Context: an optimization exercise on an open-source flow, tuned for small area and a short achievable clock period. The choices shown serve that exercise and are no tape-out recipe. In this exercise RTL edits were held to simulation tests only and were not proved equivalent to the original. Power figures rest on the tool's default switching activity, not on a simulated workload.

== rev 12 ==
==> flow/design.v <==
module SUBW #(
  parameter W = 8,
  parameter PREFIX = 0       
  ) (
  input  wire [W-1:0] x,
  input  wire [W-1:0] y,
  output wire [W-1:0] d,
  output wire         bo
  );
  localparam L = (W <= 2) ? 1 : (W <= 4) ? 2 : (W <= 8) ? 3 : (W <= 16) ? 4 : 5;
  wire [W-1:0] G [0:2*L];
  wire [W-1:0] P [0:2*L];
  assign G[0] = ~x & y;
  assign P[0] = ~x | y;
  genvar l, j;
  generate
    if (PREFIX == 3) begin : g_op
      assign {bo, d} = {1'b0, x} - {1'b0, y};
    end else begin : g_pf
      for (l = 0; l < 2 * L; l = l + 1) begin : g_lvl
        for (j = 0; j < W; j = j + 1) begin : g_bit
          localparam integer K =
            (PREFIX == 0) ? ((l < L && j >= (1 << l)) ? j - (1 << l) : -1) :
            (PREFIX == 1) ? ((l < L && ((j >> l) & 1)) ? ((j >> l) << l) - 1 : -1) :
            (l < L) ? (((j + 1) % (2 << l) == 0) ? j - (1 << l) : -1) :
            (l < 2 * L - 1) ?
              (((j + 1) % (2 << (2 * L - 2 - l)) == (1 << (2 * L - 2 - l)) &&
                j >= (2 << (2 * L - 2 - l))) ? j - (1 << (2 * L - 2 - l)) : -1) : -1;
          if (K >= 0) begin : g_c
            assign G[l+1][j] = G[l][j] | (P[l][j] & G[l][K]);
            assign P[l+1][j] = P[l][j] & P[l][K];
          end else begin : g_p
            assign G[l+1][j] = G[l][j];
            assign P[l+1][j] = P[l][j];
          end
        end
      end
      wire [W:0] c = {G[2*L], 1'b0};
      wire [W-1:0] xy = x ^ y;
      assign d  = xy ^ c[W-1:0];
      assign bo = c[W];
    end
  endgenerate
endmodule
module DIV_R4 #(
  parameter FIRST = 0,
  parameter LAST = 15,
  parameter PREFIX = 1,
  parameter HI3_FROM_B = 0    
  ) (
  input  wire [15:0] a,
  input  wire [15:0] b,
  input  wire [17:0] b3,      
  input  wire [15:0] r_in,
  output wire [15:0] q,
  output wire [15:0] r_out
  );
  wire [16:0] b2 = {b, 1'b0};
  wire [18:0] hi1, hi2, hi3;
  wire [17:0] b1x = {2'b00, b};
  wire [17:0] b2x = {1'b0, b2};
  genvar w;
  generate
    for (w = 0; w <= 18; w = w + 1) begin : g_hi
      if (w == 18) begin : g_top
        assign hi1[w] = 1'b0;
        assign hi2[w] = 1'b0;
        assign hi3[w] = 1'b0;
      end else begin : g_or
        assign hi1[w] = |b1x[17:w];
        assign hi2[w] = |b2x[17:w];
        if (HI3_FROM_B) begin : g_cmp
          assign hi3[w] = ({16'd0, b} >= (((32'd1 << w) + 32'd2) / 32'd3));
        end else begin : g_b3
          assign hi3[w] = |b3[17:w];
        end
      end
    end
  endgenerate
  wire [15:0] r [FIRST:LAST + 2];
  assign r[FIRST] = r_in;
  genvar s;
  generate
    for (s = FIRST; s <= LAST; s = s + 2) begin : g_step
      localparam W = s + 2;
      wire [W-1:0] x;
      if (s == 0) begin : g_x0
        assign x = a[15:14];
      end else begin : g_xn
        assign x = {r[s][s-1:0], a[15-s], a[14-s]};
      end
      wire [W-1:0] d1, d2, d3;
      wire bo1, bo2, bo3;
      SUBW #(.W(W), .PREFIX(PREFIX)) U_s1 (.x(x), .y(b [W-1:0]), .d(d1), .bo(bo1));
      SUBW #(.W(W), .PREFIX(PREFIX)) U_s2 (.x(x), .y(b2[W-1:0]), .d(d2), .bo(bo2));
      SUBW #(.W(W), .PREFIX(PREFIX)) U_s3 (.x(x), .y(b3[W-1:0]), .d(d3), .bo(bo3));
      wire ge1 = ~bo1 & ~hi1[W];
      wire ge2 = ~bo2 & ~hi2[W];
      wire ge3 = ~bo3 & ~hi3[W];
      assign q[15-s] = ge2;
      assign q[14-s] = ge3 | (ge1 & ~ge2);
      wire [W-1:0] rn = ge3 ? d3 : ge2 ? d2 : ge1 ? d1 : x;
      if (W >= 16) begin : g_last
        assign r[s+2] = rn[15:0];
      end else begin : g_mid
        assign r[s+2] = {{(16-W){1'b0}}, rn};
      end
    end
  endgenerate
  assign r_out = r[LAST + 1];
  genvar u;
  generate
    for (u = 0; u < 16; u = u + 1) begin : g_q
      if (u > 15 - FIRST || u < 15 - LAST) begin : g_z
        assign q[u] = 1'b0;
      end
    end
  endgenerate
endmodule
module ALU_TOP #(
  parameter DATA_WIDTH = 16
  ) (
  input wire [DATA_WIDTH - 1 : 0] A,
  input wire [DATA_WIDTH - 1 : 0] B,
  input wire [3:0] ALU_FUN,
  input wire CLK,
  output wire [DATA_WIDTH - 1 : 0] Arith_OUT,
  output wire Carry_OUT,
  output wire Arith_Flag,
  output wire [DATA_WIDTH - 1 : 0] Logic_OUT,
  output wire Logic_Flag,
  output wire [DATA_WIDTH - 1 : 0] Shift_OUT,
  output wire Shift_Flag,
  output wire [DATA_WIDTH - 1 : 0] CMP_OUT,
  output wire CMP_Flag
  );
  localparam K = 10;    
  wire [15:0] q_pre;
  wire [15:0] r_pre;
  wire [17:0] b3_pre = {2'b00, B} + {1'b0, B, 1'b0};
  DIV_R4 #(.FIRST(0), .LAST(K - 1), .HI3_FROM_B(1)) U_div_pre (
    .a(A), .b(B), .b3(b3_pre), .r_in(16'd0), .q(q_pre), .r_out(r_pre)
  );
  reg [15:0] a_q, b_q;
  reg [3:0]  fun_q;
  reg [K-1:0] qh_q;
  reg [K-1:0] r_q;
  reg [17:0] b3_q;
  always @(posedge CLK) begin
    a_q   <= A;
    b_q   <= B;
    fun_q <= ALU_FUN;
    qh_q  <= q_pre[15:16-K];
    r_q   <= r_pre[K-1:0];
    b3_q  <= b3_pre;
  end
  wire [15:0] q_post;
  wire [15:0] r_post;
  DIV_R4 #(.FIRST(K), .LAST(15)) U_div_post (
    .a(a_q), .b(b_q), .b3(b3_q), .r_in({{(16-K){1'b0}}, r_q}), .q(q_post), .r_out(r_post)
  );
  wire [15:0] quot = {qh_q, q_post[15-K:0]};
  wire [16:0] sum  = {1'b0, a_q} + {1'b0, b_q};
  wire [16:0] dif  = {1'b0, a_q} - {1'b0, b_q};
  wire [16:0] prod = a_q * b_q;
  wire sel_arith = (fun_q[3:2] == 2'b00);
  wire sel_logic = (fun_q[3:2] == 2'b01);
  wire sel_cmp   = (fun_q[3:2] == 2'b10);
  wire sel_shift = (fun_q[3:2] == 2'b11);
  reg [16:0] arith;
  always @(*) begin
    case (fun_q[1:0])
      2'b00: arith = sum;
      2'b01: arith = dif;
      2'b10: arith = prod;
      default: arith = {1'b0, quot};
    endcase
  end
  assign {Carry_OUT, Arith_OUT} = sel_arith ? arith : 17'd0;
  assign Arith_Flag = sel_arith;
  reg [15:0] logic_r;
  always @(*) begin
    case (fun_q[1:0])
      2'b00: logic_r = a_q & b_q;
      2'b01: logic_r = a_q | b_q;
      2'b10: logic_r = ~(a_q & b_q);
      default: logic_r = ~(a_q | b_q);
    endcase
  end
  assign Logic_OUT  = sel_logic ? logic_r : 16'd0;
  assign Logic_Flag = sel_logic;
  reg [1:0] cmp_r;
  always @(*) begin
    case (fun_q[1:0])
      2'b00: cmp_r = 2'd0;
      2'b01: cmp_r = (a_q == b_q) ? 2'd1 : 2'd0;
      2'b10: cmp_r = (a_q > b_q) ? 2'd2 : 2'd0;
      default: cmp_r = (a_q < b_q) ? 2'd3 : 2'd0;
    endcase
  end
  assign CMP_OUT  = sel_cmp ? {14'd0, cmp_r} : 16'd0;
  assign CMP_Flag = sel_cmp;
  reg [15:0] shift_r;
  always @(*) begin
    case (fun_q[1:0])
      2'b00: shift_r = a_q >> 1;
      2'b01: shift_r = a_q << 1;
      2'b10: shift_r = b_q >> 1;
      default: shift_r = b_q << 1;
    endcase
  end
  assign Shift_OUT  = sel_shift ? shift_r : 16'd0;
  assign Shift_Flag = sel_shift;
endmodule
Settings: LEC_CHECK=0, ABC_AREA=1, CAP_MARGIN=20, CORE_MARGIN=2, CORE_UTILIZATION=60, SLEW_MARGIN=20, TNS_END_PERCENT=0; clock period 38.0 ns.
standard.sh (not shown) runs the stock make flow with config.mk's settings and CLKGATE_MAP_FILE= SYNTH_SCRIPT=/design/flow/synth_recipe.tcl, a recipe that flattens the netlist after the stock synthesis.
==> flow/flow/run.sh <==
#!/bin/bash
set -euo pipefail
MARGIN=24.5
bash standard.sh ADDER_MAP_FILE= SETUP_SLACK_MARGIN=$MARGIN \
  "BUFFER_PORTS_ARGS=-buffer_cell sky130_fd_sc_hd__buf_2" finish > standard_make.log 2>&1
Input changes introduced in rev 13 (baseline for comparison: rev 12):
--- a/flow/design.v
+++ b/flow/design.v
@@ -34,20 +34,20 @@
             assign P[l+1][j] = P[l][j];
           end
         end
       end
       wire [W:0] c = {G[2*L], 1'b0};
-      wire [W-1:0] xy = x ^ y;
-      assign d  = xy ^ c[W-1:0];
+      wire [W-1:0] yc = y ^ c[W-1:0];
+      assign d  = x ^ yc;
       assign bo = c[W];
     end
   endgenerate
 endmodule
 module DIV_R4 #(
   parameter FIRST = 0,
   parameter LAST = 15,
-  parameter PREFIX = 1,
+  parameter PREFIX = 2,
   parameter HI3_FROM_B = 0    
   ) (
   input  wire [15:0] a,
   input  wire [15:0] b,
   input  wire [17:0] b3,      
Routed wire length on met2 for rev 13: about 3% up relative to rev 12
Going from rev 12 to rev 13, combinational power share grows by 0.6 points.
Post-route fraction of the period consumed by the critical path: rev 13 and rev 12 compared, lower one is rev 12
There was hardly any difference in sequential area share after synthesis between rev 12 and rev 13.
The run showing the smaller synthesized cell count is rev 13.
Rev 13 and rev 12 ended up with roughly the same clock-cell share of area.
Diff rev 12 -> rev 13 | global routing met2 resource utilization | decrease of 0.88 points
Worst hold slack: rev 13 and rev 12 compared, lower one is rev 13
Final cell area: rev 13 above rev 12
Compared to rev 12, rev 13 has routability-driven placement congestion ratio 0.014 higher.

* * *

## harbor
Another version of the RTL of ALU_TOP (not shown whole).
Size in the first run: roughly 2,600 cells after synthesis, roughly 69 flip-flops.
==> module MUL_LO17, before the edit <==
module MUL_LO17 (input wire [15:0] a, input wire [15:0] b, output wire [16:0] p);
  wire [16:0] acc [0:16];
  assign acc[0] = 17'd0;
  genvar i;
  generate
    for (i = 0; i < 16; i = i + 1) begin : g_r
      assign acc[i+1] = acc[i] + (b[i] ? ({1'b0, a} << i) : 17'd0);
    end
  endgenerate
  assign p = acc[16];
endmodule
==> module ALU_TOP, before the edit <==
module ALU_TOP #(
  parameter DATA_WIDTH = 16
  ) (
  input wire [DATA_WIDTH - 1 : 0] A,
  input wire [DATA_WIDTH - 1 : 0] B,
  input wire [3:0] ALU_FUN,
  input wire CLK,
  output wire [DATA_WIDTH - 1 : 0] Arith_OUT,
  output wire Carry_OUT,
  output wire Arith_Flag,
  output wire [DATA_WIDTH - 1 : 0] Logic_OUT,
  output wire Logic_Flag,
  output wire [DATA_WIDTH - 1 : 0] Shift_OUT,
  output wire Shift_Flag,
  output wire [DATA_WIDTH - 1 : 0] CMP_OUT,
  output wire CMP_Flag
  );
  localparam K = 8;    
  wire [15:0] q_pre;
  wire [15:0] r_pre;
  wire [17:0] b3_pre = {2'b00, B} + {1'b0, B, 1'b0};
  DIV_R4 #(.FIRST(0), .LAST(K - 1), .HI3_FROM_B(1)) U_div_pre (
    .a(A), .b(B), .b3(b3_pre), .r_in(16'd0), .q(q_pre), .r_out(r_pre)
  );
  reg [15:0] a_q, b_q;
  reg [3:0]  fun_q;
  reg [K-1:0] qh_q;
  reg [K-1:0] r_q;
  reg [17:0] b3_q;
  always @(posedge CLK) begin
    a_q   <= A;
    b_q   <= B;
    fun_q <= ALU_FUN;
    qh_q  <= q_pre[15:16-K];
    r_q   <= r_pre[K-1:0];
    b3_q  <= b3_pre;
  end
  wire [15:0] q_post;
  wire [15:0] r_post;
  DIV_R4 #(.FIRST(K), .LAST(15)) U_div_post (
    .a(a_q), .b(b_q), .b3(b3_q), .r_in({{(16-K){1'b0}}, r_q}), .q(q_post), .r_out(r_post)
  );
  wire [15:0] quot = {qh_q, q_post[15-K:0]};
  wire [16:0] sum  = {1'b0, a_q} + {1'b0, b_q};
  wire [16:0] dif  = {1'b0, a_q} - {1'b0, b_q};
  wire [16:0] prod;
  MUL_LO17 U_mul (.a(a_q), .b(b_q), .p(prod));
  wire sel_arith = (fun_q[3:2] == 2'b00);
  wire sel_logic = (fun_q[3:2] == 2'b01);
  wire sel_cmp   = (fun_q[3:2] == 2'b10);
  wire sel_shift = (fun_q[3:2] == 2'b11);
  reg [16:0] arith;
  always @(*) begin
    case (fun_q[1:0])
      2'b00: arith = sum;
      2'b01: arith = dif;
      2'b10: arith = prod;
      default: arith = {1'b0, quot};
    endcase
  end
  assign {Carry_OUT, Arith_OUT} = sel_arith ? arith : 17'd0;
  assign Arith_Flag = sel_arith;
  reg [15:0] logic_r;
  always @(*) begin
    case (fun_q[1:0])
      2'b00: logic_r = a_q & b_q;
      2'b01: logic_r = a_q | b_q;
      2'b10: logic_r = ~(a_q & b_q);
      default: logic_r = ~(a_q | b_q);
    endcase
  end
  assign Logic_OUT  = sel_logic ? logic_r : 16'd0;
  assign Logic_Flag = sel_logic;
  reg [1:0] cmp_r;
  always @(*) begin
    case (fun_q[1:0])
      2'b00: cmp_r = 2'd0;
      2'b01: cmp_r = (a_q == b_q) ? 2'd1 : 2'd0;
      2'b10: cmp_r = (a_q > b_q) ? 2'd2 : 2'd0;
      default: cmp_r = (a_q < b_q) ? 2'd3 : 2'd0;
    endcase
  end
  assign CMP_OUT  = sel_cmp ? {14'd0, cmp_r} : 16'd0;
  assign CMP_Flag = sel_cmp;
  reg [15:0] shift_r;
  always @(*) begin
    case (fun_q[1:0])
      2'b00: shift_r = a_q >> 1;
      2'b01: shift_r = a_q << 1;
      2'b10: shift_r = b_q >> 1;
      default: shift_r = b_q << 1;
    endcase
  end
  assign Shift_OUT  = sel_shift ? shift_r : 16'd0;
  assign Shift_Flag = sel_shift;
endmodule
Settings: LEC_CHECK=0, CAP_MARGIN=20, CORE_MARGIN=2, CORE_UTILIZATION=60, SLEW_MARGIN=20, TNS_END_PERCENT=0; clock period 38.0 ns.
==> flow/flow/run.sh <==
#!/bin/bash
# The standard layout with three changes to how it is made (the SDC, clock
# period and constraints are unchanged):
#  - synthesis leaves adders to ABC instead of mapping them to full/half-adder
#    cells first (ADDER_MAP_FILE empty skips extract_fa); registers are the
#    same as in the standard synthesis;
#  - every input and output port still gets a buffer, but a plain buf_2
#    rather than the delay buffer buffer_ports picks by default;
#  - the resizer's setup repair aims at a slack well above zero, so it keeps
#    sizing the critical path after the 38 ns clock is met.
# standard.sh's make output goes to standard_make.log; each ORFS step writes
# its own log under orfs/logs.
set -euo pipefail
MARGIN=23.5
bash standard.sh ADDER_MAP_FILE= SETUP_SLACK_MARGIN=$MARGIN \
  "BUFFER_PORTS_ARGS=-buffer_cell sky130_fd_sc_hd__buf_2" finish > standard_make.log 2>&1
Relative to harbor, the following input files were edited for violet:
-- flow/design.v --
<<< harbor, line 113
  endgenerate
endmodule
module MUL_LO17 (input wire [15:0] a, input wire [15:0] b, output wire [16:0] p);
  wire [16:0] acc [0:16];
  assign acc[0] = 17'd0;
  genvar i;
  generate
    for (i = 0; i < 16; i = i + 1) begin : g_r
      assign acc[i+1] = acc[i] + (b[i] ? ({1'b0, a} << i) : 17'd0);
    end
  endgenerate
  assign p = acc[16];
endmodule
module ALU_TOP #(
  parameter DATA_WIDTH = 16
>>> violet, line 113
  endgenerate
endmodule
module ALU_TOP #(
  parameter DATA_WIDTH = 16
<<< harbor, line 169
  wire [16:0] sum  = {1'b0, a_q} + {1'b0, b_q};
  wire [16:0] dif  = {1'b0, a_q} - {1'b0, b_q};
  wire [16:0] prod;
  MUL_LO17 U_mul (.a(a_q), .b(b_q), .p(prod));
  wire sel_arith = (fun_q[3:2] == 2'b00);
  wire sel_logic = (fun_q[3:2] == 2'b01);
>>> violet, line 158
  wire [16:0] sum  = {1'b0, a_q} + {1'b0, b_q};
  wire [16:0] dif  = {1'b0, a_q} - {1'b0, b_q};
  wire [16:0] prod = a_q * b_q;
  wire sel_arith = (fun_q[3:2] == 2'b00);
  wire sel_logic = (fun_q[3:2] == 2'b01);
Results
violet: full flow OK, the timing, design-rule and antenna checks passed. Area: violet vs harbor -> violet larger. On worst slew slack as a fraction of its limit, violet does worse than harbor. violet has area of the core above what harbor had. Cmp harbor and violet / peak supply drop / lower: harbor. Share of final layout cell area taken by non-clock buffers ends up higher on violet. Share of total power in sequential cells, harbor and violet: smaller value in violet. violet: synthesis-to-finish area growth 5.0 points above harbor. The higher final period utilization of harbor and violet is in harbor. Synthesized cell count (lower): harbor. Portion of total power attributed to the clock network, harbor and violet: larger value in harbor. NOTE: initial antenna violation count in violet exceeds that of harbor. | sequential power | lower: violet |.

-- separate check: timing with driven ports --
In the flow no input, the clock included, has a driving cell. The finished layouts below were timed again as built, in two steps.
Step 1 assumes that a clkbuf_16 drives the clock port and a buf_2 every other input.
Step 2 moves the port delays by t, midway between the first and last clock arrival at a register: inputs arrive t later, outputs are due t later. That takes back most of the time a late clock gives input paths.
Three values: ideal, step 1, step 2; two values: the first two.
run | t (ns) | slack for setup (ns) | worst hold slack (ns) | worst setup path at the end | pins driven straight from the clock port
rev 12 | 0.411 | 24.743 / 24.690 / 24.516 | 7.341 / 7.310 / 7.721 | input to register | 1
rev 13 | 0.397 | 24.522 / 24.477 / 24.522 | 7.328 / 7.303 / 7.700 | input to register | 1
harbor | 0.387 | 21.483 / 21.440 / 21.392 | 7.343 / 7.319 / 7.706 | input to register | 1
violet | 0.425 | 21.958 / 21.906 / 21.925 | 7.309 / 7.284 / 7.709 | input to register | 1
After both steps setup and hold are still met in every run listed. The setup slack of rev 12, which loses most, moves by -0.053 ns with the drivers and by -0.227 ns with both steps.
